This design comes from an exercise in tuning for small area on the open sky130 flow, not from production work.
RTL that was checked went through simulation tests only; none was proved equivalent to the original.
No functional check of the RTL was part of runs 1 to 5.
In runs 6 and 7 the design's own scripts or RTL, not TritonCTS, make the clock network.
The clock input has no modelled driver; a real chip could not lean on it and would need a root buffer or a full tree.
No activity file was given, so power comes from the tool's default toggle rates.

$ cat flow/config.mk
export PLATFORM = sky130hd
export DESIGN_NAME = card_flip_game_top
export DESIGN_NICKNAME = card_flip_game_top
export VERILOG_FILES = /design/flow/design.v
export SDC_FILE = /design/flow/constraint.sdc
export NUM_CORES = 4
export LEC_CHECK = 0
export CAP_MARGIN = 20
export CORE_MARGIN = 2
export CORE_UTILIZATION = 40
export SLEW_MARGIN = 20
$ cat flow/constraint.sdc
create_clock -name core_clock -period 10.0 [get_ports {clk}]
set_input_delay 2.0000 -clock core_clock [delete_from_list [all_inputs] [get_ports {clk}]]
set_output_delay 2.0000 -clock core_clock [all_outputs]
set_load 0.01 [all_outputs]
$ cat flow/design.v
module game_logic (
    input wire clk,
    input wire reset,
    input wire up_btn,
    input wire down_btn,
    input wire left_btn,
    input wire right_btn,
    input wire select_btn,
    output reg [3:0] cursor_pos,    
    output reg [15:0] card_states,  
    output reg [7:0] move_count_d,  
    output wire game_won,           
    output reg game_won_d,          
    output reg card_matched,        
    output reg first_cycle          
);
    reg [3:0] first_card_pos;
    reg first_card_selected;
    reg move_inc;
    wire [1:0] row = cursor_pos[3:2];
    wire [1:0] col = cursor_pos[1:0];
    wire cur_up = card_states[cursor_pos];
    wire same_value = (first_card_pos[0] ^ first_card_pos[3]) == (cursor_pos[0] ^ cursor_pos[3]);
    wire pick = select_btn && !cur_up;
    wire second = pick && first_card_selected;
    wire is_match = second && same_value;
    assign game_won = (&card_states) && !move_inc;
    always @(posedge clk) begin
        first_cycle <= reset;
        if (reset) begin
            cursor_pos <= 4'b0000;
            card_states <= 16'h0000;
            move_count_d <= 8'h00;
            move_inc <= 1'b0;
            game_won_d <= 1'b0;
            card_matched <= 1'b0;
            first_card_selected <= 1'b0;
        end else begin
            if (up_btn && row != 2'd0)
                cursor_pos[3:2] <= row - 2'd1;
            else if (down_btn && row != 2'd3)
                cursor_pos[3:2] <= row + 2'd1;
            else if (left_btn && col != 2'd0)
                cursor_pos[1:0] <= col - 2'd1;
            else if (right_btn && col != 2'd3)
                cursor_pos[1:0] <= col + 2'd1;
            move_count_d <= move_count_d + {7'd0, move_inc};
            move_inc <= second;
            card_matched <= is_match;
            game_won_d <= game_won;
            if (pick) begin
                first_card_selected <= !first_card_selected;
                if (is_match)
                    card_states[first_card_pos] <= 1'b0;
                else
                    card_states[cursor_pos] <= 1'b1;
            end
        end
        if (pick && !first_card_selected)
            first_card_pos <= cursor_pos;
    end
endmodule
module vga_display (
    input wire clk,
    input wire reset,
    input wire [15:0] card_states,
    input wire [3:0] cursor_pos,
    output wire hsync,
    output wire vsync,
    output wire [3:0] red,
    output wire [3:0] green,
    output wire [3:0] blue
);
    reg [9:0] h_count;   
    reg [9:0] v_count;   
    reg video_on;
    wire h_end = h_count[9] & h_count[8] & (&h_count[4:0]);            
    wire v_end = v_count[9] & v_count[3] & v_count[2];                 
    assign hsync = h_count[9] & !h_count[8] & h_count[7] &
                   (h_count[6:4] != 3'b000) & (h_count[6:4] != 3'b111);
    assign vsync = (v_count[8:1] == 8'b11110101);
    wire h_act = !(h_count[9] & (h_count[8] | h_count[7]));            
    wire v_act = !v_count[9] & !(&v_count[8:5]);                       
    always @(posedge clk) begin
        if (reset || h_end)
            h_count <= 10'd0;
        else
            h_count <= h_count + 10'd1;
        if (reset || (h_end && v_end))
            v_count <= 10'd0;
        else if (h_end)
            v_count <= v_count + 10'd1;
        video_on <= h_act && v_act;
    end
    wire [3:0] grid_cell = {v_count[7:6], h_count[7:6]};
    wire hit = (grid_cell == cursor_pos);
    wire up = card_states[grid_cell];
    wire a = video_on & (hit | up);    
    wire b = video_on & (hit | !up);   
    wire c = video_on & !hit & up;     
    wire d = video_on & !hit & !up;    
    assign red = {a, b, a, b};
    assign green = {c, d, c, d};
    assign blue = {c, d, c, d};
endmodule
module uart_logger (
    input wire clk,
    input wire reset,
    input wire [3:0] card_pos,
    input wire card_flipped,
    input wire card_matched,
    input wire game_won,
    input wire [7:0] move_count,
    output reg uart_tx
);
    reg [3:0] phase;
    reg [9:0] baud;
    reg src_pos;         
    reg src_match;       
    reg [3:0] pos;
    wire idle = !phase[3] && !phase[1] && phase[0];
    wire event_in = card_flipped || card_matched || game_won;
    wire load = idle && event_in;
    wire bit_end = baud[9] & (&baud[6:0]);
    wire [2:0] k = phase[2:0];
    wire data_bit = src_pos ? (!k[2] && pos[k[1:0]]) :
                    src_match ? k[0] : move_count[k];
    always @(posedge clk) begin
        if (reset || idle || bit_end)
            baud <= 10'd0;
        else
            baud <= {baud[8:0], !(baud[9] ^ baud[0])};
        if (reset) begin
            phase <= 4'b0001;
            uart_tx <= 1'b1;
        end else begin
            if (load)
                phase <= 4'b0111;
            else if (bit_end) begin
                phase[2:0] <= phase[2:0] + 3'd1;
                phase[3] <= phase[3] ? !(&phase[2:0]) : phase[2];
            end
            uart_tx <= phase[3] ? data_bit : !phase[2];
        end
        if (load) begin
            src_pos <= card_flipped;
            src_match <= !card_flipped && card_matched;
            pos <= card_pos;
        end
    end
endmodule
module card_flip_game_top (
    input wire clk,            
    input wire reset,          
    input wire up_btn,
    input wire down_btn,
    input wire left_btn,
    input wire right_btn,
    input wire select_btn,
    output wire hsync,
    output wire vsync,
    output wire [3:0] red,
    output wire [3:0] green,
    output wire [3:0] blue,
    output wire [6:0] seg_display,
    output wire [3:0] seg_select,
    output wire uart_tx
);
    wire [3:0] cursor_pos;
    wire [15:0] card_states;
    wire [7:0] move_count_d;
    wire game_won;
    wire game_won_d;
    wire card_matched;
    wire first_cycle;
    game_logic game_controller (
        .clk(clk),
        .reset(reset),
        .up_btn(up_btn),
        .down_btn(down_btn),
        .left_btn(left_btn),
        .right_btn(right_btn),
        .select_btn(select_btn),
        .cursor_pos(cursor_pos),
        .card_states(card_states),
        .move_count_d(move_count_d),
        .game_won(game_won),
        .game_won_d(game_won_d),
        .card_matched(card_matched),
        .first_cycle(first_cycle)
    );
    vga_display display (
        .clk(clk),
        .reset(reset),
        .card_states(card_states),
        .cursor_pos(cursor_pos),
        .hsync(hsync),
        .vsync(vsync),
        .red(red),
        .green(green),
        .blue(blue)
    );
    seven_segment_driver seg_driver (
        .move_count_d(move_count_d[3:0]),
        .game_won_d(game_won_d),
        .first_cycle(first_cycle),
        .seg_display(seg_display),
        .seg_select(seg_select)
    );
    uart_logger game_logger (
        .clk(clk),
        .reset(reset),
        .card_pos(cursor_pos),
        .card_flipped(select_btn),
        .card_matched(card_matched),
        .game_won(game_won),
        .move_count(move_count_d),
        .uart_tx(uart_tx)
    );
endmodule
module seven_segment_driver (
    input wire [3:0] move_count_d,
    input wire game_won_d,
    input wire first_cycle,
    output reg [6:0] seg_display,
    output wire [3:0] seg_select
);
    assign seg_select = 4'b1110;
    always @(*) begin
        if (first_cycle)
            seg_display = 7'b1111111;
        else if (game_won_d)
            seg_display = 7'b0010101;
        else begin
            case (move_count_d)
                4'h0: seg_display = 7'b1000000;
                4'h1: seg_display = 7'b1111001;
                4'h2: seg_display = 7'b0100100;
                4'h3: seg_display = 7'b0110000;
                4'h4: seg_display = 7'b0011001;
                4'h5: seg_display = 7'b0010010;
                4'h6: seg_display = 7'b0000010;
                4'h7: seg_display = 7'b1111000;
                4'h8: seg_display = 7'b0000000;
                4'h9: seg_display = 7'b0010000;
                default: seg_display = 7'b1111111;
            endcase
        end
    end
endmodule
$ cat flow/run.sh
#!/bin/bash
# synth_recipe.tcl (not shown) runs the flow's synth.tcl, then flattens the netlist and writes it again
# the make line also repeats each setting of config.mk as NAME=value (left out here)
make -C /OpenROAD-flow-scripts/flow DESIGN_CONFIG=/design/flow/config.mk WORK_HOME=/design/flow/orfs CLKGATE_MAP_FILE= SYNTH_SCRIPT=/design/flow/synth_recipe.tcl finish
==> impl_metrics.tcl, run 1 <==
set metrics [dict create \
    cp-start-kind "flip-flop" \
    cts.repair.resized 0 \
    vdd_drop_max_v 0.0000980 \
    post-dp-hpwl_um 7010 \
    io_buffers 28 \
    globalplace.congestion 0.887 \
    hp-class "flip-flop to flip-flop" \
    final_nets 526 \
    switchingPower_uw 247 \
    post-route-period-util_pct 48.0 \
    synth_ff_type "dfxtp_1" \
    grt_usage_pct 16.2 \
    maxSlewHeadroom_pct 39.6 \
    clkTransAtPathRegs_ns 0.06 \
    fillers 1111 \
    tritoncts "done" \
    skew_ns 0.00316 \
    dp_slack_ns 5.54 \
    ant_nets 0 \
    drc 0 \
    cts_hold_buffers 0 \
    die_y_um 112 \
    worst_slack_ns 5.20 \
    overflow 0 \
    status "no timing/DRC/antenna violations" \
    final.setup.tns_ns 0 \
    ios 33 \
    grt_pass1_vias 3335 \
    crit_type "flip-flop to output port" \
    ys.warnings.count 4 \
    clk_latency_ns 0.34 \
    die_w_um 112 \
    cts.sinks 86 \
    clockBufferDepth 2 \
    diodes 0 \
    arrival_ns 2.80 \
    crit_fanout 8 \
    initial_core_util_pct 40.9 \
    dieArea_um2 12500 \
    worst_pin_slew_ns 0.901 \
    first_iter_violations 263 \
    cts_root_buf "clkbuf_16" \
    async_flop_share_pct 0 \
    cpMostUsedCell "mux4_2" \
    grt_pass1_wl_um 16400 \
    yosys.area.top_type "dfxtp_1" \
    wl_per_cell_um 15.3 \
    p_seq_share_pct 45.2 \
    tritoncts.num_buffers 9 \
    p_int_uw 598 \
    synth_area_per_cell_um2 9.48 \
    crit_required_ns 8.00 \
    slowest_delay_ns 0.59 \
    cp_cell_sequence "mux4_2 > mux4_2 > a21boi_0 > clkdlybuf4s50_1" \
    setup_violations 0 \
    drv_cap 0 \
    ys_types 61 \
    antenna_found_initial 0 \
    clockPowerShare_pct 36.7 \
    max_freq_mhz 208 \
    crit_slowest_cell "clkdlybuf4s50_1" \
    routed_wl_um 9910 \
    ys_ff_latch 86 \
    multi_input_area_um2 2440 \
    finalHoldViolations 0 \
    drive_gt1_share_pct 7.95 \
    synth_area_um2 4650 \
    seq_area_um2 1820 \
    synth_top_area_share_pct 32.7 \
    ys_top_cells_by_area "dfxtp_1 33%, edfxtp_1 6.5%, ha_1 5.7%" \
    synthCells 490 \
    core_area_um2 11400 \
    rows 39 \
    crit_path_end_kind "output port" \
    viasPerCell 5.54 \
    dr_total_vias 3581 \
    post_cts_buffers 0 \
    rsz0062_at_grt "no" \
    slew_violations 0 \
    cellLeakagePower_nw 1.96 \
    syn2layout_area_growth_pct 10.6 \
    combPwrFrac_pct 18.1 \
    dr.pass1.iters 5 \
    period_minus_slack_ns 4.80 \
    cts_max_level 3 \
    ys_seq_area_share_pct 39.2 \
    p_per_area_nw_per_um2 164 \
    synth_edf_count 10 \
    switching_share_pct 29.2 \
    grt_max_degree 42 \
]
==> state kept, by name, summed over array words and instances, names as in the netlist, named ones only <==
register / count
game_controller.card_matched: 1
display.v_count: 10
game_logger.baud: 10
game_controller.move_count_d: 8
display.h_count: 10
game_controller.first_card_pos: 4
game_logger.src_match: 1
game_logger.src_pos: 1
game_controller.first_cycle: 1
game_controller.card_states: 16
display.video_on: 1
game_controller.cursor_pos: 4
game_controller.first_card_selected: 1
game_controller.move_inc: 1
game_logger.phase: 4
game_controller.game_won_d: 1
game_logger.pos: 4
game_logger.uart_tx: 1
==> layer usage <==
metal / track usage, % / share of wire (%) / vias to the layer above
met3: 4.46 / 4.3 / 16
li1: - / - / 1751
met2: 25.1 / 46 / 98
met4: 6.50 / 1.7 / 0
met5: 0 / 0 / -
met1: 21.5 / 48 / 1716
==> worst paths after layout <==
kind,slack (ns),startpoint,cells past startpoint,end
min,0.43,game_logger.baud[8],1,game_logger.baud[9]
max reg2reg,7.44,game_controller.cursor_pos[1],7,game_controller.card_states[6]
min reg2reg,0.43,game_logger.baud[8],1,game_logger.baud[9]
max,5.20,display.h_count[6],4,red[0]
==> metrics by stage <==
stage	util, %	cells	instance area, um2	hold slack (ns)	total power, mW
after floorplan	-	492	4650	0.406	0.504
after global placement	42.8	630	4870	0.420	0.538
after detailed placement	42.8	630	4870	0.419	0.539
after CTS	45.2	646	5140	0.434	0.850
after global routing	45.2	646	5140	0.456	0.880
final	45.2	646	5140	0.432	0.844
==> cell type report <==
type                    count  area share, %
clock inverters             6          0.852
multi-input cells         338           47.6
well taps                 143           3.48
inverters                  32           2.34
clock buffers              10           4.45
flip-flops and latches     86           35.4
repair buffers             31           5.89
==> placed cells by master, fill, tap and decap left out, types with 2 or more instances in the layout <==
cell             count
nor2b_1              5
buf_4                3
dfxtp_1             76
mux2i_1              9
nand2_1             28
conb_1               4
clkinvlp_4           2
nor2_1              39
a21o_1               5
o2bb2ai_1            3
nand4_1             15
ha_1                21
o31ai_1              6
inv_4                2
a21oi_1             20
o21ai_0             13
a211oi_1             4
mux2_2               3
nand3b_1             3
a32o_1               2
o32ai_1              5
a31oi_1              5
o21a_1               2
nor3b_1              3
nor3_1              17
a41oi_1              5
clkbuf_16            9
xnor2_1             12
and2_1              10
a311oi_1             2
inv_1               31
nor4_1               8
mux4_2               8
nand3_1             17
or3_1                6
xor2_1              23
a21boi_0             3
clkdlybuf4s50_1     28
and3_1              13
edfxtp_1            10
==> Yosys cell counts (all sizes together) (5+ instances only) <==
cell type   n
xnor2      13
o31ai       6
o21ai      13
nor3       18
buf        25
clkbuf     11
nand4      15
mux4        9
dfxtp      76
inv        31
ha         21
edfxtp     10
nor2       39
a21o        5
nand2      28
a41oi       5
mux2i       9
nor4        8
nor2b       5
a31oi       5
a211oi      5
nand3      18
and3       13
and2       11
a21oi      21
xor2       24
o32ai       5
or3         6
==> power groups by stage <==
stage | Sequential (mW) | Clock (mW) | Combinational [mW]
after global routing | 0.384 | 0.331 | 0.166
after detailed placement | 0.389 | 0 | 0.150
after floorplan | 0.382 | 0 | 0.123
after global placement | 0.389 | 0 | 0.149
final | 0.382 | 0.310 | 0.153
after CTS | 0.381 | 0.318 | 0.151
==> cells by family (layout without fill, tap and decap cells) <==
logic type,Yosys count,in the layout,synth area share [%]
AOI/OAI and AO/OA,82,82,12.6
xor gates and xnor gates,37,37,7.54
adders and majority gates,21,21,5.65
buffers and inverters,68,79,8.35
DFF,86,86,39.2
muxes,21,21,7.11
other,2,4,0.162
and+or+nand+nor,173,173,19.4
==> worst max-delay path, delay by kind of cell, from the launching register on <==
family,cells,cell delay (ns)
AOI/OAI and AO/OA,1,0.24
buffers and inverters,1,0.59
muxes,2,1.06
DFF,1,0.57
==> run 2: changes to the inputs <==
--- a/flow/design.v
+++ b/flow/design.v
@@ -226,25 +226,22 @@
     output wire [3:0] seg_select
 );
     assign seg_select = 4'b1110;
+    localparam [15:0] SEG0 = 16'hfc12;
+    localparam [15:0] SEG1 = 16'hfc60;
+    localparam [15:0] SEG2 = 16'hfc04;
+    localparam [15:0] SEG3 = 16'hfc92;
+    localparam [15:0] SEG4 = 16'hfeba;
+    localparam [15:0] SEG5 = 16'hfc8e;
+    localparam [15:0] SEG6 = 16'hfc83;
+    wire [6:0] digit = {SEG6[move_count_d], SEG5[move_count_d], SEG4[move_count_d],
+                        SEG3[move_count_d], SEG2[move_count_d], SEG1[move_count_d],
+                        SEG0[move_count_d]};
     always @(*) begin
         if (first_cycle)
             seg_display = 7'b1111111;
         else if (game_won_d)
             seg_display = 7'b0010101;
-        else begin
-            case (move_count_d)
-                4'h0: seg_display = 7'b1000000;
-                4'h1: seg_display = 7'b1111001;
-                4'h2: seg_display = 7'b0100100;
-                4'h3: seg_display = 7'b0110000;
-                4'h4: seg_display = 7'b0011001;
-                4'h5: seg_display = 7'b0010010;
-                4'h6: seg_display = 7'b0000010;
-                4'h7: seg_display = 7'b1111000;
-                4'h8: seg_display = 7'b0000000;
-                4'h9: seg_display = 7'b0010000;
-                default: seg_display = 7'b1111111;
-            endcase
-        end
-    end
-endmodule
+        else
+            seg_display = digit;
+    end
+endmodule
--- a/flow/config.mk
+++ b/flow/config.mk
@@ -8,4 +8,5 @@
 export CAP_MARGIN = 20
 export CORE_MARGIN = 2
 export CORE_UTILIZATION = 40
+export CTS_BUF_LIST = sky130_fd_sc_hd__clkbuf_8
 export SLEW_MARGIN = 20
==> run 2 against run 1 <==
Fmax shrank 1.9%. Clock skew grew 0.0050 ns. Die area shrank 5.1%. Utilization shrank 0.28 points. Sequential share of layout area shrank 0.76 points. Non-clock buffer count grew 1. Wire length shrank 0.94%. Cell count shrank 1.4%. Cell area shrank 5.7%. Total power shrank 14%. Sequential cell count shrank 7. Worst hold slack gained 0.014 ns. Critical endpoint unchanged.
==> impl_metrics.tcl, run 2 <==
set metrics [dict create \
    drv_cap 0 \
    hp-class "flip-flop to flip-flop" \
    synth_area_per_cell_um2 9.04 \
    ys_ff_latch 79 \
    arrival_ns 2.89 \
    largest_register_ffs 16 \
    final_nets 519 \
    post-route-period-util_pct 48.9 \
    synth_mux_area_share_pct 6.94 \
    synth_ff_type "dfxtp_1" \
    clkTransAtPathRegs_ns 0.08 \
    io_buffers 28 \
    synth_xor_area_share_pct 7.08 \
    die_y_um 109 \
    cts_hold_buffers 0 \
    synth_area_um2 4400 \
    fin_util_pct 44.9 \
    largest_register "game_controller.card_states" \
    drive_gt1_share_pct 7.44 \
    post-dp-hpwl_um 7040 \
    worstSetupStartpoint "display.h_count[6]" \
    die_w_um 109 \
    maxSlewHeadroom_pct 50.6 \
    ios 33 \
    ys_top_cells_by_area "dfxtp_1 31%, edfxtp_1 6.8%, ha_1 5.7%" \
    cts.sinks 79 \
    ys_types 56 \
    reg2reg_to "game_controller.first_card_pos[3]" \
    async_flop_share_pct 0 \
    skew_ns 0.00815 \
    viasPerCell 5.45 \
    finalPower_uw 725 \
    core_area_um2 10800 \
    reg2regPathDepth 6 \
    max_freq_mhz 204 \
    rows 38 \
    tritoncts.num_buffers 9 \
    period_minus_slack_ns 4.89 \
    first_iter_violations 231 \
    setup_violations 0 \
    worst_pin_slew_ns 0.740 \
    cts.repair.resized 0 \
    synthCells 487 \
    slowest_delay_ns 0.60 \
    ant_nets 0 \
    globalplace.congestion 0.849 \
    post_cts_buffers 0 \
    synth_commonest_cells "69 x dfxtp_1, 47 x nor2_1, 29 x inv_1, 28 x nand2_1" \
    status "no timing/DRC/antenna violations" \
    antenna_found_initial 0 \
    synth_compound_area_share_pct 12.0 \
    grt_usage_pct 17.7 \
    grt_pass1_vias 3345 \
    post-synth-top-count-cell "dfxtp_1" \
    final_area_um2 4850 \
    most-common-layout-cells "69 x dfxtp_1, 46 x nor2_1, 30 x inv_1, 28 x nand2_1, 28 x clkdlybuf4s50_1" \
    cpMostUsedCell "mux4_2" \
    r2r_start "game_controller.cursor_pos[0]" \
    routed_wl_um 9820 \
    crit_type "flip-flop to output port" \
    cts_root_buf "clkbuf_8" \
    crit_end "red[0]" \
    rrSetupSlack_ns 7.09 \
    mostFrequentLayoutCell "dfxtp_1" \
    cts_max_level 3 \
    clk_latency_ns 0.35 \
    placed_area_um2 4670 \
    synth_edf_count 10 \
    yosys.area.top_type "dfxtp_1" \
    syn2layout_area_growth_pct 10.2 \
    synth_top_family_by_area "simple AND/OR/NAND/NOR gates" \
    initial_core_util_pct 40.8 \
    tritoncts "done" \
    synth_top_area_share_pct 31.4 \
    crit_path_end_kind "output port" \
    dieArea_um2 11900 \
    p_per_area_nw_per_um2 150 \
    cp_cell_sequence "mux4_2 > mux4_2 > a21boi_0 > clkdlybuf4s50_1" \
    synth-simple-area-share_pct 22.2 \
    vdd_drop_max_v 0.0000678 \
    dr_total_vias 3471 \
    grt_max_degree 38 \
    slew_violations 0 \
    drc 0 \
    grt_pass1_wl_um 16300 \
    rsz0062_at_grt "no" \
    finalHoldViolations 0 \
    ys_seq_area_share_pct 38.2 \
    wl_per_cell_um 15.4 \
    clockBufferDepth 2 \
    dr.pass1.iters 5 \
    crit_slowest_cell "clkdlybuf4s50_1" \
    crit_fanout 10 \
    synthAdderAreaFrac_pct 5.69 \
    ys.warnings.count 4 \
    cp-start-kind "flip-flop" \
    final.setup.tns_ns 0 \
    crit_required_ns 8.00 \
    cellLeakagePower_nw 1.76 \
    overflow 0 \
    diodes 0 \
]
run 2: cell types whose count changed in the layout (fill, tap and decap cells not counted), sizes merged, moves of 6 or more:
cell / change
nor2: +8
o32ai: +6
nand2b: +6
dfxtp: -7
xor2: -8
nor3: -11
nor4: +8
run 2: worst max-delay path: cells and delay by family, from the launching register on:
| kind | cells | cell delay [ns] |
|---|---|---|
| DFF | 1 | 0.59 |
| muxes | 2 | 1.05 |
| buffers and inverters | 1 | 0.60 |
| AOI/OAI and AO/OA | 1 | 0.30 |
run 2: where the power goes:
group	internal, mW	leakage, nW	total, mW	switching, mW
clock	0.0983	0.0984	0.220	0.122
sequential	0.335	0.658	0.351	0.0161
combinational	0.0682	1.00	0.154	0.0862
run 2: logic make-up (layout without fill, tap and decap cells):
family | after synthesis | after routing
muxes | 18 | 18
adders and majority gates | 20 | 20
DFF | 79 | 79
other | 2 | 4
xor gates and xnor gates | 34 | 34
AOI/OAI and AO/OA | 78 | 78
and+or+nand+nor | 186 | 186
buffers and inverters | 70 | 78
run 2: metrics by stage:
step	setup WS, ns	hold slack (ns)	instances
after global routing	4.94	0.474	637
final	5.11	0.447	637
after floorplan	5.93	0.406	489
after detailed placement	5.44	0.416	621
after global placement	5.49	0.414	621
after CTS	5.04	0.446	637
run 2: cell type report:
| cell class | instances | area (um2) |
|---|---|---|
| inverters | 30 | 113 |
| flip-flops and latches | 79 | 1680 |
| fillers | 1012 | 5940 |
| repair buffers | 32 | 310 |
| clock inverters | 6 | 43.8 |
| multi-input cells | 340 | 2390 |
| well taps | 140 | 175 |
| clock buffers | 10 | 138 |
run 2: worst min path at each step:
stage | startpoint | end | slack, ns | cells past startpoint
floorplan | game_logger.baud[7] | game_logger.baud[8] | 0.41 | 1
global placement | game_logger.baud[8] | game_logger.baud[9] | 0.41 | 1
detailed placement | game_logger.baud[7] | game_logger.baud[8] | 0.42 | 1
CTS | game_logger.baud[7] | game_logger.baud[8] | 0.45 | 1
global route | display.v_count[9] | display.video_on | 0.47 | 1
finish | display.h_count[0] | display.h_count[0] | 0.45 | 1
run 2: metal layers:
metal | global-route usage [%] | wire length (um) | up-vias
li1 | - | - | 1722
met1 | 22.5 | 4570 | 1607
met2 | 28.7 | 4460 | 115
met3 | 4.00 | 506 | 27
met4 | 7.97 | 286 | 0
met5 | 0 | 0 | -
==> run 3: changes to the inputs <==
--- a/flow/config.mk
+++ b/flow/config.mk
@@ -8,5 +8,6 @@
 export CAP_MARGIN = 20
 export CORE_MARGIN = 2
 export CORE_UTILIZATION = 40
-export CTS_BUF_LIST = sky130_fd_sc_hd__clkbuf_8
+export CTS_BUF_LIST = sky130_fd_sc_hd__clkbuf_4 sky130_fd_sc_hd__clkbuf_8
+export CTS_CLUSTER_SIZE = 20
 export SLEW_MARGIN = 20
==> run 3 against run 2 <==
Still clean on timing, DRC and antenna. Utilization barely moved. Via count grew 0.29%. Clock power grew 2%. Synthesized cell count did not move. Critical path depth unchanged. Total power is 0.54% higher. Cell count unchanged. Critical path type unchanged. Largest cell class unchanged.
==> impl_metrics.tcl, run 3 <==
set metrics [dict create \
    status "no timing/DRC/antenna violations" \
    synth_ff_type "dfxtp_1" \
    worst_pin_slew_ns 0.722 \
    p_per_area_nw_per_um2 150 \
    clockBufferDepth 2 \
    clk_latency_ns 0.35 \
    clkTransAtPathRegs_ns 0.08 \
    period_minus_slack_ns 4.89 \
    synth_commonest_cells "69 x dfxtp_1, 47 x nor2_1, 29 x inv_1, 28 x nand2_1" \
    switching_share_pct 30.7 \
    post-route-period-util_pct 48.9 \
    wl_per_cell_um 15.4 \
    cts.repair.resized 0 \
    p_seq_share_pct 48.1 \
    p_int_uw 505 \
    antenna_found_initial 0 \
    cp-start-kind "flip-flop" \
    post-dp-hpwl_um 7040 \
    vdd_drop_max_v 0.0000713 \
    async_flop_share_pct 0 \
    max_freq_mhz 204 \
    dr.pass1.iters 5 \
    dieArea_um2 11900 \
    grt_pass1_vias 3345 \
    initial_core_util_pct 40.8 \
    synth_top_area_share_pct 31.4 \
    reg2reg_to "game_controller.first_card_pos[3]" \
    globalplace.congestion 0.849 \
    worst_hold_path.endpoint "display.h_count[0]" \
    drc 0 \
    syn2layout_area_growth_pct 10.3 \
    slew_violations 0 \
    overflow 0 \
    ys_seq_area_share_pct 38.2 \
    crit_required_ns 8.00 \
    r2r_start "game_controller.cursor_pos[0]" \
    rows 38 \
    ys_top_cells_by_area "dfxtp_1 31%, edfxtp_1 6.8%, ha_1 5.7%" \
    grt_usage_pct 17.7 \
    diodes 0 \
    synthCells 487 \
    post-synth-top-count-cell "dfxtp_1" \
    cts_root_buf "clkbuf_8" \
    hold_depth 1 \
    crit_fanout 10 \
    instances_no_fill 637 \
    cts.sinks 79 \
    final_nets 519 \
    setup_violations 0 \
    grt_max_degree 38 \
    final.setup.tns_ns 0 \
    reg2regPathDepth 6 \
    maxSlewHeadroom_pct 51.5 \
    synth_edf_count 10 \
    combPwrFrac_pct 21.2 \
    finalHoldViolations 0 \
    yosys.area.top_type "dfxtp_1" \
    rsz0062_at_grt "no" \
    viasPerCell 5.46 \
    ys_types 56 \
    die_y_um 109 \
    io_buffers 28 \
    cellLeakagePower_nw 1.76 \
    largest_register "game_controller.card_states" \
    cts_max_level 3 \
    ios 33 \
    skew_ns 0.00815 \
    first_iter_violations 231 \
    mostFrequentLayoutCell "dfxtp_1" \
    tritoncts.num_buffers 9 \
    drv_cap 0 \
    core_area_um2 10800 \
    ys.warnings.count 4 \
    ys_ff_latch 79 \
    crit_path_end_kind "output port" \
    synth_area_um2 4400 \
    arrival_ns 2.89 \
    min_from "display.h_count[0]" \
    crit_type "flip-flop to output port" \
    drive_gt1_share_pct 7.65 \
    dp_cells 621 \
    grt_pass1_wl_um 16300 \
    largest_register_ffs 16 \
    ant_nets 0 \
    clockPowerShare_pct 30.7 \
    rrSetupSlack_ns 7.10 \
    cts_hold_buffers 0 \
    post_cts_buffers 0 \
    routed_wl_um 9830 \
    tritoncts "done" \
    dr_total_vias 3481 \
    hp-class "flip-flop to flip-flop" \
    synth_area_per_cell_um2 9.04 \
    die_w_um 109 \
    most-common-layout-cells "69 x dfxtp_1, 46 x nor2_1, 29 x inv_1, 28 x nand2_1, 28 x clkdlybuf4s50_1" \
    switchingPower_uw 224 \
]
[run 3: cells by family (layout without fill, tap and decap cells)]
logic type               count (synthesis)  count (layout)  share of synthesized area [%]
AND/OR/NAND/NOR                        186             186                           22.2
flip-flops                              79              79                           38.2
AO/OA/AOI/OAI                           78              78                           12.0
buffers and inverters                   70              78                           7.76
XOR/XNOR                                34              34                           7.08
adder cells (fa/ha/maj)                 20              20                           5.69
multiplexers                            18              18                           6.94
other                                    2               4                          0.171
[run 3: worst max-delay path: stages (launching register included)]
cell and delay, ns:
dfxtp_1 0.59, mux4_2 0.55, mux4_2 0.50, a21boi_0 0.30
clkdlybuf4s50_1 0.60
[run 3: power groups by stage]
stage          clock network [mW]  registers [mW]  logic (mW)
6_report                    0.224           0.351       0.154
5_1_grt                     0.245           0.354       0.168
4_1_cts                     0.230           0.351       0.153
3_5_place_dp                    0           0.359       0.152
3_3_place_gp                    0           0.358       0.151
2_1_floorplan                   0           0.351       0.119
[run 3: worst max-delay path by stage]
| stage | start | end | slack (ns) | depth (start not counted) |
|---|---|---|---|---|
| final | display.h_count[6] | red[0] | 5.11 | 4 |
| after global routing | display.h_count[6] | red[2] | 4.94 | 4 |
| after CTS | display.h_count[6] | red[0] | 5.04 | 4 |
| after detailed placement | display.h_count[6] | red[0] | 5.44 | 4 |
| after global placement | display.h_count[6] | red[0] | 5.49 | 4 |
| after floorplan | display.h_count[6] | red[0] | 5.93 | 5 |
[run 3: cell type report]
cell class | instances | area, um2
fillers | 1011 | 5940
well taps | 140 | 175
inverters | 30 | 113
repair buffers | 32 | 310
clock inverters | 5 | 40.0
multi-input cells | 340 | 2390
clock buffers | 11 | 145
flip-flops and latches | 79 | 1680
[run 3: through the flow]
| step | area (um2) | utilization (%) | setup WS (ns) | total power [mW] | hold WS (ns) |
|---|---|---|---|---|---|
| floorplan | 4410 | - | 5.93 | 0.470 | 0.406 |
| global placement | 4670 | 43.2 | 5.49 | 0.509 | 0.414 |
| detailed placement | 4670 | 43.2 | 5.44 | 0.511 | 0.416 |
| CTS | 4850 | 44.9 | 5.04 | 0.734 | 0.446 |
| global route | 4850 | 45.0 | 4.94 | 0.767 | 0.474 |
| finish | 4850 | 45.0 | 5.11 | 0.729 | 0.447 |
[run 3: metal layers]
| layer | up-vias | global-route usage [%] | share of wire, % |
|---|---|---|---|
| met1 | 1615 | 22.5 | 47 |
| met5 | - | 0 | 0 |
| met2 | 115 | 28.7 | 45 |
| li1 | 1721 | - | - |
| met3 | 30 | 4.00 | 4.8 |
| met4 | 0 | 7.97 | 3.1 |
==> run 4: changes to the inputs <==
--- a/flow/config.mk
+++ b/flow/config.mk
@@ -7,7 +7,8 @@
 export LEC_CHECK = 0
 export CAP_MARGIN = 20
 export CORE_MARGIN = 2
-export CORE_UTILIZATION = 40
-export CTS_BUF_LIST = sky130_fd_sc_hd__clkbuf_4 sky130_fd_sc_hd__clkbuf_8
-export CTS_CLUSTER_SIZE = 20
+export CORE_UTILIZATION = 60
+export CTS_BUF_LIST = sky130_fd_sc_hd__clkbuf_8
+export CTS_CLUSTER_DIAMETER = 100
+export CTS_CLUSTER_SIZE = 30
 export SLEW_MARGIN = 20
==> run 4 against run 3 <==
Die area shrank 32%. Sequential power about the same. Fmax increased by 0.53%. First-iteration DRC count rose by 22%. Critical path depth is the same. Worst setup slack gained 0.026 ns. Synthesized area unchanged. Clock power grew 18%. Register-to-register slack lost 0.03 ns.
==> impl_metrics.tcl, run 4 <==
set metrics [dict create \
    critPathTopFamily "multiplexers" \
    ys_seq_area_share_pct 38.2 \
    cts.sinks 79 \
    cp-start-kind "flip-flop" \
    final_nets 519 \
    wl_per_cell_um 15.6 \
    cpMostUsedCell "mux4_2" \
    grt_pass1_wl_um 15300 \
    fin_util_pct 67.3 \
    skew_ns 0.0178 \
    clockPowerShare_pct 34.3 \
    vdd_drop_max_v 0.000130 \
    async_flop_share_pct 0 \
    maxSlewHeadroom_pct 52.9 \
    arrival_ns 2.87 \
    max_freq_mhz 205 \
    dr_total_vias 3486 \
    cts_root_buf "clkbuf_8" \
    ys.warnings.count 4 \
    seq_area_um2 1680 \
    cts_max_level 3 \
    synth_ff_type "dfxtp_1" \
    yosys.area.top_type "dfxtp_1" \
    synth_top_area_share_pct 31.4 \
    rsz0062_at_grt "no" \
    ys_types 56 \
    crit_buf_inv 1 \
    crit_slowest_cell "dfxtp_1" \
    status "no timing/DRC/antenna violations" \
    grt_pass1_vias 3221 \
    multi_input_area_um2 2390 \
    overflow 0 \
    dp_cells 580 \
    switching_share_pct 29.0 \
    p_int_uw 545 \
    cp_cell_sequence "mux4_2 > mux4_2 > a21boi_0 > clkdlybuf4s50_1" \
    ant_nets 0 \
    slowest_delay_ns 0.62 \
    clk_latency_ns 0.35 \
    core_area_um2 7180 \
    tritoncts "done" \
    synth_area_um2 4400 \
    drive_gt1_share_pct 7.24 \
    worst_pin_slew_ns 0.706 \
    antenna_found_initial 0 \
    ys_ff_latch 79 \
    final.setup.tns_ns 0 \
    post_cts_buffers 0 \
    dieArea_um2 8040 \
    ys_top_cells_by_area "dfxtp_1 31%, edfxtp_1 6.8%, ha_1 5.7%" \
    cellLeakagePower_nw 1.78 \
    most-common-layout-cells "69 x dfxtp_1, 47 x nor2_1, 30 x inv_1, 28 x nand2_1, 28 x clkdlybuf4s50_1" \
    crit_type "flip-flop to output port" \
    instances_no_fill 596 \
    largest_register "game_controller.card_states" \
    post-dp-hpwl_um 6610 \
    post-route-period-util_pct 48.7 \
    routed_wl_um 9320 \
    tritoncts.num_buffers 9 \
    cts.repair.resized 0 \
    p_per_area_nw_per_um2 159 \
    syn2layout_area_growth_pct 9.78 \
    viasPerCell 5.85 \
    die_w_um 89.7 \
    synth_edf_count 10 \
    largest_register_ffs 16 \
    placed_area_um2 4610 \
    hp-class "flip-flop to flip-flop" \
    first_iter_violations 282 \
    drc 0 \
    holdWs_ns 0.449 \
    clkTransAtPathRegs_ns 0.09 \
    io_buffers 28 \
    clockBufferDepth 2 \
    diodes 0 \
    grt_usage_pct 24.7 \
    rrSetupSlack_ns 7.07 \
    drv_cap 0 \
    synth_area_per_cell_um2 9.04 \
    die_y_um 89.7 \
    setup_violations 0 \
    switchingPower_uw 223 \
    mostFrequentLayoutCell "dfxtp_1" \
    fillers 599 \
    ios 33 \
    synthCells 487 \
    globalplace.congestion 0.870 \
    crit_path_end_kind "output port" \
    p_seq_share_pct 46.0 \
    slew_violations 0 \
    cts_hold_buffers 0 \
    grt_max_degree 38 \
    crit_fanout 10 \
    dr.pass1.iters 4 \
    period_minus_slack_ns 4.87 \
    finalHoldViolations 0 \
    dp_slack_ns 5.49 \
    finalPower_uw 768 \
    synth_commonest_cells "69 x dfxtp_1, 47 x nor2_1, 29 x inv_1, 28 x nand2_1" \
    combPwrFrac_pct 19.7 \
    initial_core_util_pct 61.3 \
    worst_slack_ns 5.13 \
    rows 31 \
    post-synth-top-count-cell "dfxtp_1" \
    final_area_um2 4830 \
    crit_required_ns 8.00 \
]
-- run 4: cell counts after synthesis --
Identical to the previous run, type by type.
-- run 4: path summary, 6_finish.rpt --
path	depth (start not counted)	end	startpoint
worst max-delay path	4	red[2]	display.h_count[6]
worst min-delay path	1	display.h_count[0]	display.h_count[0]
worst max register to register	6	game_controller.card_states[4]	game_controller.cursor_pos[1]
worst min register to register	1	display.h_count[0]	display.h_count[0]
-- run 4: power by group through the flow --
| stage | clock network (mW) | registers (mW) | logic (mW) |
|---|---|---|---|
| 6_report | 0.264 | 0.353 | 0.151 |
| 5_1_grt | 0.282 | 0.355 | 0.167 |
| 4_1_cts | 0.268 | 0.352 | 0.150 |
| 3_5_place_dp | 0 | 0.360 | 0.150 |
| 3_3_place_gp | 0 | 0.359 | 0.147 |
| 2_1_floorplan | 0 | 0.351 | 0.119 |
-- run 4: area by class of cell --
class	instances	area share, %
Inverter	30	2.33
Timing Repair Buffer	32	6.42
Sequential cell	79	34.8
Multi-Input combinational cell	340	49.4
Clock buffer	9	2.56
Tap cell	99	2.56
Clock inverter	7	1.94
-- run 4: cells by family after synthesis --
kind of cell	share of synthesized area, %
other	0.171
DFF	38.2
adders and majority gates	5.69
AOI/OAI and AO/OA	12.0
muxes	6.94
xor gates and xnor gates	7.08
buffers and inverters	7.76
and+or+nand+nor	22.2
-- run 4: metal layers --
metal  vias to the layer above  part of all wire, %  global-route usage (%)
met3                        12                  5.9                    5.21
met1                      1657                   46                    34.7
met2                        89                   47                    38.8
met4                         0                  1.2                    7.19
li1                       1728                    -                       -
met5                         -                    0                       0
==> run 5: changes to the inputs <==
==> flow/flow/run.sh (new file) <==
#!/bin/bash
# Layout flow: the standard ORFS flow, with 1x port buffers and a
# clock tree without dummy loads. Each tool's output goes to a log here.
set -euo pipefail
CTS="-sink_clustering_enable -repair_clock_nets -dont_use_dummy_load"
CTS="$CTS -buf_list ${CTS_BUFS:-sky130_fd_sc_hd__clkbuf_8}"
CTS="$CTS -sink_clustering_size ${CTS_SIZE:-30} -sink_clustering_max_diameter ${CTS_DIAM:-100}"
bash standard.sh "BUFFER_PORTS_ARGS=-buffer_cell sky130_fd_sc_hd__buf_1" "CTS_ARGS=$CTS" finish > standard_flow.log 2>&1
==> flow/standard.sh (new file) <==
#!/bin/bash
# synth_recipe.tcl (not shown) runs the flow's synth.tcl, then flattens the netlist and writes it again
# the make line also repeats each setting of config.mk as NAME=value (left out here)
make -C /OpenROAD-flow-scripts/flow DESIGN_CONFIG=/design/flow/config.mk WORK_HOME=/design/flow/orfs CLKGATE_MAP_FILE= SYNTH_SCRIPT=/design/flow/synth_recipe.tcl "${@:-finish}"
--- a/flow/config.mk
+++ b/flow/config.mk
@@ -8,7 +8,4 @@
 export CAP_MARGIN = 20
 export CORE_MARGIN = 2
 export CORE_UTILIZATION = 60
-export CTS_BUF_LIST = sky130_fd_sc_hd__clkbuf_8
-export CTS_CLUSTER_DIAMETER = 100
-export CTS_CLUSTER_SIZE = 30
 export SLEW_MARGIN = 20
removed: flow/run.sh
==> run 5 against run 4 <==
Total power is 13% lower. Die area unchanged. Sequential share of layout area grew 2.1 points. Cell count fell by 1.2%. Fmax grew 10%. Cell area down 5.6%. Wire length fell by 2.0%. Sequential power hardly changed. Combinational power decreased by 12%. Utilization is 3.7 points lower. Global-route usage shrank 0.32 points. Via count is 0.77% lower. Highest routed layer unchanged.
==> impl_metrics.tcl, run 5 <==
set metrics [dict create \
    period_minus_slack_ns 4.42 \
    skew_ns 0.0280 \
    finalPower_uw 665 \
    switchingPower_uw 198 \
    post_cts_buffers 0 \
    switching_share_pct 29.7 \
    io_buffers 28 \
    post-synth-top-count-cell "dfxtp_1" \
    synthCells 487 \
    grt_max_degree 38 \
    setup_violations 0 \
    hp-class "flip-flop to flip-flop" \
    viasPerCell 5.87 \
    maxSlewHeadroom_pct 54.6 \
    cts_root_buf "clkbuf_8" \
    crit_type "flip-flop to output port" \
    rsz0062_at_grt "no" \
    post-route-period-util_pct 44.2 \
    mostFrequentLayoutCell "dfxtp_1" \
    most-common-layout-cells "69 x dfxtp_1, 47 x nor2_1, 29 x inv_1, 28 x nand2_1, 28 x buf_1" \
    clkTransAtPathRegs_ns 0.08 \
    synth_edf_count 10 \
    cts_max_level 3 \
    combPwrFrac_pct 20.1 \
    syn2layout_area_growth_pct 3.67 \
    ant_nets 0 \
    cts.repair.resized 0 \
    cts.sinks 79 \
    tritoncts.num_buffers 9 \
    die_y_um 89.7 \
    globalplace.congestion 0.842 \
    p_seq_share_pct 53.2 \
    synth_commonest_cells "69 x dfxtp_1, 47 x nor2_1, 29 x inv_1, 28 x nand2_1" \
    finalHoldViolations 0 \
    cellLeakagePower_nw 1.65 \
    antenna_found_initial 0 \
    crit_end "red[2]" \
    grt_pass1_wl_um 15100 \
    ys_ff_latch 79 \
    multi_input_area_um2 2390 \
    rows 31 \
    final.setup.tns_ns 0 \
    crit_path_end_kind "output port" \
    clockBufferDepth 2 \
    first_iter_violations 234 \
    clockPowerShare_pct 26.8 \
    largest_register_ffs 16 \
    rrSetupSlack_ns 7.02 \
    reg2regPathDepth 6 \
    async_flop_share_pct 0 \
    die_w_um 89.7 \
    seq_area_um2 1680 \
    synth_area_per_cell_um2 9.04 \
    dr_total_vias 3459 \
    p_per_area_nw_per_um2 146 \
    met1Wirelength_um 4370 \
    tritoncts "done" \
    fillers 648 \
    cp-start-kind "flip-flop" \
    clk_latency_ns 0.35 \
    top_layer "met4" \
    synth_ff_type "dfxtp_1" \
    initial_core_util_pct 61.3 \
    cts_hold_buffers 0 \
    ios 33 \
    drv_cap 0 \
    ys_types 56 \
    dr.pass1.iters 5 \
    crit_fanout 10 \
    ys_top_cells_by_area "dfxtp_1 31%, edfxtp_1 6.8%, ha_1 5.7%" \
    arrival_ns 2.42 \
    max_freq_mhz 226 \
    vdd_drop_max_v 0.0000743 \
    ys_seq_area_share_pct 38.2 \
    grt_usage_pct 24.4 \
    worstSetupStartpoint "display.h_count[6]" \
    wl_met3_um 434 \
    status "no timing/DRC/antenna violations" \
    yosys.area.top_type "dfxtp_1" \
    grt_pass1_vias 3062 \
    worst_pin_slew_ns 0.680 \
    hold_depth 1 \
    drive_gt1_share_pct 6.12 \
    drc 0 \
    core_area_um2 7180 \
    final_nets 519 \
    slew_violations 0 \
    wl_per_cell_um 15.5 \
    dieArea_um2 8040 \
    overflow 0 \
    wl_met2_um 4210 \
    r2r_start "game_controller.cursor_pos[1]" \
    synth_top_area_share_pct 31.4 \
    largest_register "game_controller.card_states" \
    reg2reg_to "game_controller.first_card_pos[2]" \
    ys.warnings.count 4 \
    p_int_uw 468 \
    synth_area_um2 4400 \
    diodes 0 \
    crit_required_ns 8.00 \
    routed_wl_um 9140 \
    post-dp-hpwl_um 6580 \
]
run 5: cell count changes in the layout (fill, tap and decap cells not counted), sizes merged:
cell | before | now
clkdlybuf4s50 | 28 | 0
buf | 4 | 32
inv | 34 | 29
bufinv | 2 | 0
run 5: per-layer routing:
metal	vias up	track usage [%]
met3	12	3.84
met2	92	37.2
met1	1639	35.3
met5	-	0
li1	1716	-
met4	0	8.68
run 5: cells by family after synthesis:
group                    Yosys count  synth area share, %
AND/OR/NAND/NOR                  186                 22.2
flip-flops                        79                 38.2
AO/OA/AOI/OAI                     78                 12.0
buffers and inverters             70                 7.76
XOR/XNOR                          34                 7.08
adder cells (fa/ha/maj)           20                 5.69
multiplexers                      18                 6.94
other                              2                0.171
run 5: critical path, cell delays in order (launching register included):
cell      delay [ns]
dfxtp_1         0.61
mux4_2          0.57
mux4_2          0.50
a21boi_0        0.22
buf_1           0.18
run 5: area by class of cell:
type                            instances  share of cell area [%]
Multi-Input combinational cell        340                    52.3
Inverter                               30                    2.47
Tap cell                               99                    2.71
Timing Repair Buffer                   32                    2.96
Clock buffer                            9                    2.71
Sequential cell                        79                    36.9
run 5: through the flow:
stage	cells	cell area, um2	hold slack [ns]	setup WS, ns	utilization (%)
2_1_floorplan	489	4410	0.406	5.93	-
3_3_place_gp	579	4430	0.412	5.97	61.8
3_5_place_dp	580	4440	0.427	5.94	61.9
4_1_cts	589	4560	0.452	5.55	63.6
5_1_grt	589	4560	0.454	5.38	63.6
6_report	589	4560	0.445	5.58	63.6
run 5: power by group through the flow:
stage / Sequential (mW) / Combinational [mW] / Clock, mW
6_report: 0.354 / 0.133 / 0.178
5_1_grt: 0.356 / 0.153 / 0.196
4_1_cts: 0.354 / 0.133 / 0.182
3_5_place_dp: 0.360 / 0.132 / 0
3_3_place_gp: 0.360 / 0.129 / 0
2_1_floorplan: 0.351 / 0.119 / 0
run 5: how the worst min path moves through the flow:
stage	end	start
2_1_floorplan	game_logger.baud[8]	game_logger.baud[7]
6_report	game_logger.baud[9]	game_logger.baud[8]
4_1_cts	display.h_count[0]	display.h_count[0]
3_5_place_dp	game_logger.baud[9]	game_logger.baud[8]
3_3_place_gp	game_logger.baud[8]	game_logger.baud[7]
5_1_grt	game_logger.baud[9]	game_logger.baud[8]
==> run 6: changes to the inputs <==
--- a/flow/design.v
+++ b/flow/design.v
@@ -11,8 +11,7 @@
     output reg [7:0] move_count_d,  
     output wire game_won,           
     output reg game_won_d,          
-    output reg card_matched,        
-    output reg first_cycle          
+    output reg card_matched         
 );
     reg [3:0] first_card_pos;
     reg first_card_selected;
@@ -25,13 +24,25 @@
     wire second = pick && first_card_selected;
     wire is_match = second && same_value;
     assign game_won = (&card_states) && !move_inc;
+    wire turn_up = pick && !is_match;
+    wire [3:0] up_row = turn_up ? (4'b0001 << cursor_pos[3:2]) : 4'b0000;
+    wire [3:0] up_col = 4'b0001 << cursor_pos[1:0];
+    wire [3:0] dn_row = is_match ? (4'b0001 << first_card_pos[3:2]) : 4'b0000;
+    wire [3:0] dn_col = 4'b0001 << first_card_pos[1:0];
+    wire [15:0] card_states_next;
+    genvar i;
+    generate
+        for (i = 0; i < 16; i = i + 1) begin : card
+            assign card_states_next[i] = !(reset || (dn_row[i / 4] && dn_col[i % 4])) &&
+                                         (card_states[i] || (up_row[i / 4] && up_col[i % 4]));
+        end
+    endgenerate
     always @(posedge clk) begin
-        first_cycle <= reset;
+        card_states <= card_states_next;
         if (reset) begin
             cursor_pos <= 4'b0000;
-            card_states <= 16'h0000;
-            move_count_d <= 8'h00;
-            move_inc <= 1'b0;
+            move_count_d <= 8'hFF;
+            move_inc <= 1'b1;
             game_won_d <= 1'b0;
             card_matched <= 1'b0;
             first_card_selected <= 1'b0;
@@ -48,13 +59,8 @@
             move_inc <= second;
             card_matched <= is_match;
             game_won_d <= game_won;
-            if (pick) begin
+            if (pick)
                 first_card_selected <= !first_card_selected;
-                if (is_match)
-                    card_states[first_card_pos] <= 1'b0;
-                else
-                    card_states[cursor_pos] <= 1'b1;
-            end
         end
         if (pick && !first_card_selected)
             first_card_pos <= cursor_pos;
@@ -172,7 +178,6 @@
     wire game_won;
     wire game_won_d;
     wire card_matched;
-    wire first_cycle;
     game_logic game_controller (
         .clk(clk),
         .reset(reset),
@@ -186,8 +191,7 @@
         .move_count_d(move_count_d),
         .game_won(game_won),
         .game_won_d(game_won_d),
-        .card_matched(card_matched),
-        .first_cycle(first_cycle)
+        .card_matched(card_matched)
     );
     vga_display display (
         .clk(clk),
@@ -203,7 +207,6 @@
     seven_segment_driver seg_driver (
         .move_count_d(move_count_d[3:0]),
         .game_won_d(game_won_d),
-        .first_cycle(first_cycle),
         .seg_display(seg_display),
         .seg_select(seg_select)
     );
@@ -221,7 +224,6 @@
 module seven_segment_driver (
     input wire [3:0] move_count_d,
     input wire game_won_d,
-    input wire first_cycle,
     output reg [6:0] seg_display,
     output wire [3:0] seg_select
 );
@@ -237,9 +239,7 @@
                         SEG3[move_count_d], SEG2[move_count_d], SEG1[move_count_d],
                         SEG0[move_count_d]};
     always @(*) begin
-        if (first_cycle)
-            seg_display = 7'b1111111;
-        else if (game_won_d)
+        if (game_won_d)
             seg_display = 7'b0010101;
         else
             seg_display = digit;
==> flow/flow/run.sh (replaced) <==
#!/bin/bash
# Layout flow: the standard ORFS flow (standard.sh) with
#  - synthesis: synth_recipe.tcl, but abc maps with an area script and no
#    adder cells (same registers, names and cell types);
#  - 1x buffers on the ports;
#  - a one-level clock tree: CTS_NBUF clock buffers fed by the clock port,
#    each driving one cluster of registers, built before global placement
#    (flow/gpl_hook.tcl, flow/clock_tree.tcl, flow/cts_hook.tcl).
# Each tool's output goes to standard_flow.log here (ORFS's own logs are
# under orfs/logs).
set -euo pipefail
F=$PWD/flow
export FLOW_ABC_SCRIPT=$F/area.script
export CTS_NBUF=${CTS_NBUF:-4}
export CTS_MASTER=${CTS_MASTER:-sky130_fd_sc_hd__clkbuf_8}
bash standard.sh \
  "SYNTH_SCRIPT=$F/synth_area.tcl" \
  "ADDER_MAP_FILE=" \
  "BUFFER_PORTS_ARGS=-buffer_cell sky130_fd_sc_hd__buf_1" \
  "PRE_GLOBAL_PLACE_TCL=$F/gpl_hook.tcl" \
  "PRE_CTS_TCL=$F/cts_hook.tcl" \
  finish > standard_flow.log 2>&1
==> flow/flow/area.script (new file) <==
strash
dch
map -a
&get -n
&st
&dch
&nf -R 1000 -p
&put
==> flow/flow/clock_tree.tcl (new file) <==
proc manual_clock_tree {nbuf master} {
  set block [ord::get_db_block]
  set clk [$block findNet clk]
  set sinks [$clk getITerms]
  set pts {}
  foreach it $sinks {
    set box [[$it getInst] getBBox]
    lappend pts [list [expr {([$box xMin] + [$box xMax]) / 2}] [expr {([$box yMin] + [$box yMax]) / 2}]]
  }
  set n [llength $pts]
  # k-means, seeded along the sinks sorted by x then y
  set order [lsort -integer -indices [lmap p $pts {expr {[lindex $p 0] * 4 + [lindex $p 1]}}]]
  set cent {}
  for {set k 0} {$k < $nbuf} {incr k} {
    lappend cent [lindex $pts [lindex $order [expr {($k * 2 + 1) * $n / (2 * $nbuf)}]]]
  }
  for {set iter 0} {$iter < 50} {incr iter} {
    set asg {}
    foreach p $pts {
      set best 0; set bd -1
      for {set k 0} {$k < $nbuf} {incr k} {
        set c [lindex $cent $k]
        set d [expr {abs([lindex $p 0] - [lindex $c 0]) + abs([lindex $p 1] - [lindex $c 1])}]
        if {$bd < 0 || $d < $bd} { set bd $d; set best $k }
      }
      lappend asg $best
    }
    set new {}
    for {set k 0} {$k < $nbuf} {incr k} {
      set sx 0; set sy 0; set m 0
      foreach p $pts a $asg { if {$a == $k} { incr sx [lindex $p 0]; incr sy [lindex $p 1]; incr m } }
      if {$m == 0} { lappend new [lindex $cent $k] } else { lappend new [list [expr {$sx / $m}] [expr {$sy / $m}]] }
    }
    set cent $new
  }
  set mst [[ord::get_db] findMaster $master]
  for {set k 0} {$k < $nbuf} {incr k} {
    set inst [odb::dbInst_create $block $mst "clkbuf_leaf_$k"]
    set onet [odb::dbNet_create $block "clknet_leaf_$k"]
    $onet setSigType CLOCK
    [$inst findITerm A] connect $clk
    [$inst findITerm X] connect $onet
    set c [lindex $cent $k]
    $inst setLocation [lindex $c 0] [lindex $c 1]
    $inst setPlacementStatus PLACED
    set cnt 0
    foreach it $sinks a $asg {
      if {$a == $k} { $it disconnect; $it connect $onet; incr cnt }
    }
    puts "manual clock tree: $master clkbuf_leaf_$k at $c drives $cnt registers"
  }
}

==> flow/flow/cts_hook.tcl (new file) <==
# PRE_CTS hook: the clock tree was built before global placement
# (flow/gpl_hook.tcl), so clock_tree_synthesis only propagates the clock.
rename clock_tree_synthesis orfs_clock_tree_synthesis
proc clock_tree_synthesis {args} {
  set_propagated_clock [all_clocks]
}
==> flow/flow/gpl_hook.tcl (new file) <==
# PRE_GLOBAL_PLACE hook: builds the clock tree (flow/clock_tree.tcl) right
# after the ports are buffered, from the positions of the placement that
# skipped the IOs, so global placement pulls each cluster to its buffer.
source [file join [file dirname [info script]] clock_tree.tcl]
rename buffer_ports orfs_buffer_ports
proc buffer_ports {args} {
  orfs_buffer_ports {*}$args
  manual_clock_tree $::env(CTS_NBUF) $::env(CTS_MASTER)
}
==> flow/flow/synth_area.tcl (new file) <==
# synth_recipe.tcl with one change: abc maps with the area script named by FLOW_ABC_SCRIPT.
proc synth {args} { yosys synth -nofsm -noshare {*}$args }
proc abc {args} {
  set i [lsearch -exact $args -script]
  if {$i >= 0 && [info exists ::env(FLOW_ABC_SCRIPT)]} { lset args [expr {$i + 1}] $::env(FLOW_ABC_SCRIPT) }
  yosys abc {*}$args
}
source $::env(SCRIPTS_DIR)/synth.tcl
# left out here: clear keep_hierarchy, flatten, clean up, hide names made inside functions, write 1_2_yosys.v
==> run 6 against run 5 <==
Largest cell class unchanged. Sequential power rose by 1%. Worst hold slack improved by 0.019 ns. Global-route usage fell by 2.8 points. Worst setup slack improved by 0.32 ns. Sequential share of layout area rose by 8.8 points. Critical path depth rose by 2. Still clean on timing, DRC and antenna. Synthesized area fell by 21%. Synthesized cell count fell by 21%. Die area fell by 20%. Cell count fell by 19%. Combinational power fell by 32%.
==> impl_metrics.tcl, run 6 <==
set metrics [dict create \
    post_cts_buffers 0 \
    overflow 0 \
    dp_cells 476 \
    setup_violations 0 \
    drive_gt1_share_pct 2.72 \
    crit_required_ns 8.00 \
    synth_ff_type "dfxtp_1" \
    grt_pass1_vias 2467 \
    post-synth-top-count-cell "dfxtp_1" \
    post-dp-hpwl_um 5030 \
    arrival_ns 2.10 \
    crit_slowest_cell "dfxtp_1" \
    ant_nets 0 \
    ys_ff_latch 78 \
    maxSlewHeadroom_pct 53.1 \
    p_per_area_nw_per_um2 154 \
    antenna_found_initial 0 \
    fin_util_pct 65.4 \
    core_area_um2 5570 \
    die_w_um 80.4 \
    wl_per_cell_um 14.3 \
    cp-start-kind "flip-flop" \
    reg2regPathDepth 10 \
    seq_area_um2 1660 \
    rows 27 \
    dr.pass1.iters 5 \
    synth_top_area_share_pct 38.9 \
    worst_slack_ns 5.90 \
    worst_pin_slew_ns 0.701 \
    slowest_delay_ns 0.59 \
    syn2layout_area_growth_pct 4.15 \
    synthCells 385 \
    diodes 0 \
    routed_wl_um 6810 \
    first_iter_violations 168 \
    cp_cell_sequence "mux4_2 > mux2i_1 > o211ai_1 > clkinv_1 > and3_1 > buf_1" \
    crit_type "flip-flop to output port" \
    most-common-layout-cells "68 x dfxtp_1, 46 x nor2_1, 42 x a21oi_1, 36 x nor3_1, 28 x buf_1" \
    skew_ns 0.0240 \
    rsz0062_at_grt "no" \
    ios 33 \
    largest_register "game_controller.card_states" \
    finalHoldViolations 0 \
    initial_core_util_pct 62.8 \
    dr_total_vias 2793 \
    clk_latency_ns 0.18 \
    cts.repair.resized 0 \
    grt_pass1_wl_um 11600 \
    ys.warnings.count 4 \
    cts_hold_buffers 0 \
    synth_commonest_cells "68 x dfxtp_1, 46 x nor2_1, 42 x a21oi_1, 36 x nor3_1, 25 x nand2_1" \
    vdd_drop_max_v 0.000178 \
    viasPerCell 5.87 \
    globalplace.congestion 0.840 \
    drv_cap 0 \
    mostFrequentLayoutCell "dfxtp_1" \
    slew_violations 0 \
    clkTransAtPathRegs_ns 0.11 \
    async_flop_share_pct 0 \
    drc 0 \
    status "no timing/DRC/antenna violations" \
    crit_fanout 9 \
    crit_path_end_kind "output port" \
    final.setup.tns_ns 0 \
    ys_top_cells_by_area "dfxtp_1 39%, edfxtp_1 8.6%, a21oi_1 6.0%" \
    largest_register_ffs 16 \
    synth_area_per_cell_um2 9.09 \
    ys_types 40 \
    cellLeakagePower_nw 1.25 \
    dp_slack_ns 6.10 \
    hold_depth 1 \
    max_freq_mhz 244 \
    synth_area_um2 3500 \
    final_nets 413 \
    synth_edf_count 10 \
    dieArea_um2 6460 \
    grt_max_degree 43 \
    instances_no_fill 476 \
    grt_usage_pct 21.7 \
    io_buffers 28 \
    post-route-period-util_pct 41.0 \
    period_minus_slack_ns 4.10 \
    hp-class "flip-flop to flip-flop" \
    yosys.area.top_type "dfxtp_1" \
    die_y_um 80.4 \
    fillers 485 \
    ys_seq_area_share_pct 47.5 \
    multi_input_area_um2 1710 \
]
[run 6: changes by cell type after synthesis, moves of 10 or more]
cell,before,now
xor2_1,16,4
clkbuf_1,18,0
o32ai_1,11,0
a21oi_1,20,42
nor3_1,7,36
inv_1,29,0
ha_1,20,0
nand3_1,16,6
and2_1,10,0
nor4_1,16,3
[run 6: area by class of cell]
cell class	instances	area share, %
multi-input combinational	289	46.9
buffer	4	1.51
timing repair buffer	29	3.09
sequential	78	45.6
inverter	4	0.412
tap	72	2.47
[run 6: stage by stage]
stage	power, mW	hold WS [ns]	instance area [um2]
3_5_place_dp	0.539	0.446	3640
4_1_cts	0.566	0.468	3640
6_report	0.561	0.463	3640
5_1_grt	0.591	0.481	3640
3_3_place_gp	0.537	0.438	3640
2_1_floorplan	0.437	0.413	3510
[run 6: per-layer routing]
layer  GRT usage [%]  vias to the layer above  wire, um
met2            37.3                       89      3150
met4            1.53                        0        55
met3            1.12                        7       362
li1                -                     1412         -
met1            31.6                     1285      3240
met5               0                        -         0
[run 6: power by group]
group          switching, mW  leakage, nW  internal, mW  total (mW)
Combinational         0.0535        0.565        0.0369      0.0903
Sequential            0.0236        0.652         0.335       0.359
Clock                 0.0747       0.0288        0.0374       0.112
Total                  0.152         1.25         0.409       0.561
[run 6: kinds of logic after synthesis]
group,share of synthesized area (%)
AOI/OAI and AO/OA,14.0
xor gates and xnor gates,4.01
buffers and inverters,3.86
DFF,47.5
muxes,4.15
other,0.215
and+or+nand+nor,26.3
[run 6: worst paths after layout]
kind	from	endpoint	slack, ns
worst max register to register	game_controller.cursor_pos[0]	game_controller.card_states[9]	6.80
worst min register to register	game_logger.baud[7]	game_logger.baud[8]	0.46
worst min-delay path	game_logger.baud[7]	game_logger.baud[8]	0.46
worst max-delay path	display.h_count[7]	green[0]	5.90
[run 6: worst max-delay path, delay by kind of cell (launching register included)]
family | cells | cell delay (ns)
AOI/OAI and AO/OA | 1 | 0.17
DFF | 1 | 0.59
and+or+nand+nor | 1 | 0.19
buffers and inverters | 2 | 0.25
muxes | 2 | 0.72
==> run 7: changes to the inputs <==
--- a/flow/flow/run.sh
+++ b/flow/flow/run.sh
@@ -5,7 +5,8 @@
 #  - 1x buffers on the ports;
 #  - a one-level clock tree: CTS_NBUF clock buffers fed by the clock port,
 #    each driving one cluster of registers, built before global placement
-#    (flow/gpl_hook.tcl, flow/clock_tree.tcl, flow/cts_hook.tcl).
+#    (flow/gpl_hook.tcl, flow/clock_tree.tcl) and sized after placement
+#    (flow/cts_hook.tcl).
 # Each tool's output goes to standard_flow.log here (ORFS's own logs are
 # under orfs/logs).
 set -euo pipefail
@@ -13,6 +14,8 @@
 export FLOW_ABC_SCRIPT=$F/area.script
 export CTS_NBUF=${CTS_NBUF:-4}
 export CTS_MASTER=${CTS_MASTER:-sky130_fd_sc_hd__clkbuf_8}
+export CTS_SIZES=${CTS_SIZES:-"sky130_fd_sc_hd__clkbuf_8 sky130_fd_sc_hd__buf_8 sky130_fd_sc_hd__buf_12 sky130_fd_sc_hd__clkbuf_16"}
+export CTS_SLEW_NS=${CTS_SLEW_NS:-0.105}
 bash standard.sh \
   "SYNTH_SCRIPT=$F/synth_area.tcl" \
   "ADDER_MAP_FILE=" \
==> flow/flow/cts_hook.tcl (replaced) <==
# PRE_CTS hook: the clock tree was built before global placement
# (flow/gpl_hook.tcl), so clock_tree_synthesis only propagates the clock
# and sizes each clock buffer: the smallest of CTS_SIZES whose output slew,
# estimated from the placement, is under CTS_SLEW_NS.
rename clock_tree_synthesis orfs_clock_tree_synthesis
proc clock_tree_synthesis {args} {
  set_propagated_clock [all_clocks]
  estimate_parasitics -placement
  foreach inst [get_cells clkbuf_leaf_*] {
    foreach m $::env(CTS_SIZES) {
      replace_cell $inst $m
      estimate_parasitics -placement
      set out [get_pins -of_objects $inst -filter "direction==output"]
      set s [get_property $out slew_max]
      if {$s < $::env(CTS_SLEW_NS)} { break }
    }
    puts "clock buffer [get_property $inst name]: $m, estimated slew $s"
  }
}
==> run 7 against run 6 <==
Combinational power about the same. First-iteration DRC count down 3.6%. Synthesized area unchanged. Worst setup slack better by 0.031 ns. Sequential share of layout area down 0.17 points.
==> impl_metrics.tcl, run 7 <==
set metrics [dict create \
    setup_violations 0 \
    antenna_found_initial 0 \
    worst_slack_ns 5.93 \
    post-dp-hpwl_um 5030 \
    first_iter_violations 162 \
    grt_pass1_vias 2478 \
    dr_total_vias 2790 \
    period_minus_slack_ns 4.07 \
    skew_ns 0.0356 \
    synth_compound_area_share_pct 14.0 \
    slowest_delay_ns 0.59 \
    drv_cap 0 \
    initial_core_util_pct 62.8 \
    synth_xor_area_share_pct 4.01 \
    reg2regPathDepth 10 \
    synth_top_family_by_area "simple AND/OR/NAND/NOR gates" \
    overflow 0 \
    synth_edf_count 10 \
    crit_required_ns 8.00 \
    arrival_ns 2.07 \
    cp-start-kind "flip-flop" \
    synth_commonest_cells "68 x dfxtp_1, 46 x nor2_1, 42 x a21oi_1, 36 x nor3_1, 25 x nand2_1" \
    crit_fanout 9 \
    die_y_um 80.4 \
    core_area_um2 5570 \
    ys_top_cells_by_area "dfxtp_1 39%, edfxtp_1 8.6%, a21oi_1 6.0%" \
    ant_nets 0 \
    cellLeakagePower_nw 1.25 \
    critPathTopFamily "multiplexers" \
    dr.pass1.iters 5 \
    yosys.area.top_type "dfxtp_1" \
    dieArea_um2 6460 \
    largest_register "game_controller.card_states" \
    fin_util_pct 65.6 \
    switchingPower_uw 152 \
    post-route-period-util_pct 40.7 \
    largest_register_ffs 16 \
    ios 33 \
    dp_cells 476 \
    synth_area_um2 3500 \
    p_int_uw 425 \
    worst-path-stages 6 \
    diodes 0 \
    rows 27 \
    max_freq_mhz 246 \
    grt_max_degree 43 \
    mostFrequentLayoutCell "dfxtp_1" \
    async_flop_share_pct 0 \
    synth_mux_area_share_pct 4.15 \
    cts_hold_buffers 0 \
    crit_type "flip-flop to output port" \
    ys.warnings.count 4 \
    ys_types 40 \
    post-synth-top-count-cell "dfxtp_1" \
    crit_path_end_kind "output port" \
    synth_top_area_share_pct 38.9 \
    clk_latency_ns 0.15 \
    finalHoldViolations 0 \
    final.setup.tns_ns 0 \
    r2r_start "game_controller.cursor_pos[0]" \
    finalPower_uw 577 \
    wl_per_cell_um 14.3 \
    status "no timing/DRC/antenna violations" \
    p_seq_share_pct 62.1 \
    most-common-layout-cells "68 x dfxtp_1, 46 x nor2_1, 42 x a21oi_1, 36 x nor3_1, 28 x buf_1" \
    crit_slowest_cell "dfxtp_1" \
    clkTransAtPathRegs_ns 0.10 \
    synth-simple-area-share_pct 26.3 \
    rsz0062_at_grt "no" \
    worst_pin_slew_ns 0.713 \
    ys_seq_area_share_pct 47.5 \
    final_area_um2 3660 \
    routed_wl_um 6790 \
    clockPowerShare_pct 22.2 \
    grt_pass1_wl_um 11600 \
    post_cts_buffers 0 \
    final_nets 413 \
    crit_end "green[0]" \
    reg2reg_to "game_controller.card_states[7]" \
    slew_violations 0 \
    rrSetupSlack_ns 6.80 \
    ys_ff_latch 78 \
    p_per_area_nw_per_um2 158 \
    grt_usage_pct 21.7 \
    viasPerCell 5.86 \
    syn2layout_area_growth_pct 4.54 \
    io_buffers 28 \
    synth_area_per_cell_um2 9.09 \
    worstSetupStartpoint "display.h_count[7]" \
    combPwrFrac_pct 15.6 \
    instances_no_fill 476 \
    maxSlewHeadroom_pct 52.3 \
    synthAdderAreaFrac_pct 0 \
    die_w_um 80.4 \
    synth_ff_type "dfxtp_1" \
    synthCells 385 \
    holdWs_ns 0.440 \
    cp_cell_sequence "mux4_2 > mux2i_1 > o211ai_1 > clkinv_1 > and3_1 > buf_1" \
    hp-class "flip-flop to flip-flop" \
    dp_slack_ns 6.10 \
    drive_gt1_share_pct 2.72 \
    placed_area_um2 3640 \
    globalplace.congestion 0.840 \
    crit_buf_inv 2 \
    vdd_drop_max_v 0.000186 \
    cts.repair.resized 0 \
    switching_share_pct 26.3 \
    drc 0 \
]
[run 7: power groups by stage]
stage / clock, mW / combinational [mW] / sequential, mW
detailed placement: 0.0840 / 0.0901 / 0.365
global placement: 0.0840 / 0.0884 / 0.365
CTS: 0.133 / 0.0908 / 0.358
finish: 0.128 / 0.0903 / 0.359
global route: 0.142 / 0.102 / 0.362
floorplan: 0 / 0.0787 / 0.358
[run 7: kinds of logic (layout without fill, tap and decap cells)]
group                     Yosys count  in the layout
and+or+nand+nor                   181            181
AOI/OAI and AO/OA                  81             81
DFF                                78             78
buffers and inverters              20             37
xor gates and xnor gates           16             16
muxes                               7              7
other                               2              4
[run 7: worst min-delay path by stage]
stage	startpoint	cells past startpoint	endpoint	slack [ns]
CTS	display.v_count[9]	1	display.video_on	0.43
global route	display.v_count[9]	1	display.video_on	0.47
floorplan	display.v_count[9]	1	display.video_on	0.41
finish	display.v_count[9]	1	display.video_on	0.44
detailed placement	display.v_count[9]	1	display.video_on	0.45
global placement	game_logger.baud[8]	1	game_logger.baud[9]	0.44
[run 7: layout make-up]
| type | count | area [um2] |
|---|---|---|
| repair buffers | 29 | 113 |
| fillers | 482 | 1920 |
| well taps | 72 | 90.1 |
| plain buffers | 4 | 68.8 |
| multi-input cells | 289 | 1710 |
| flip-flops and latches | 78 | 1660 |
| inverters | 4 | 15.0 |
[run 7: layer usage]
metal	part of all wire, %	global-route usage [%]
met2	47	37.3
met1	48	31.6
met5	0	0
met3	4.3	1.12
met4	0.75	1.53

Check on run 7: ideal ports give 5.930 ns setup slack; a clkbuf_16 on the clock port and buf_2 on the inputs give 5.861 ns; moving port delays by the midpoint clock arrival (0.203 ns) as well gives 6.064 ns.
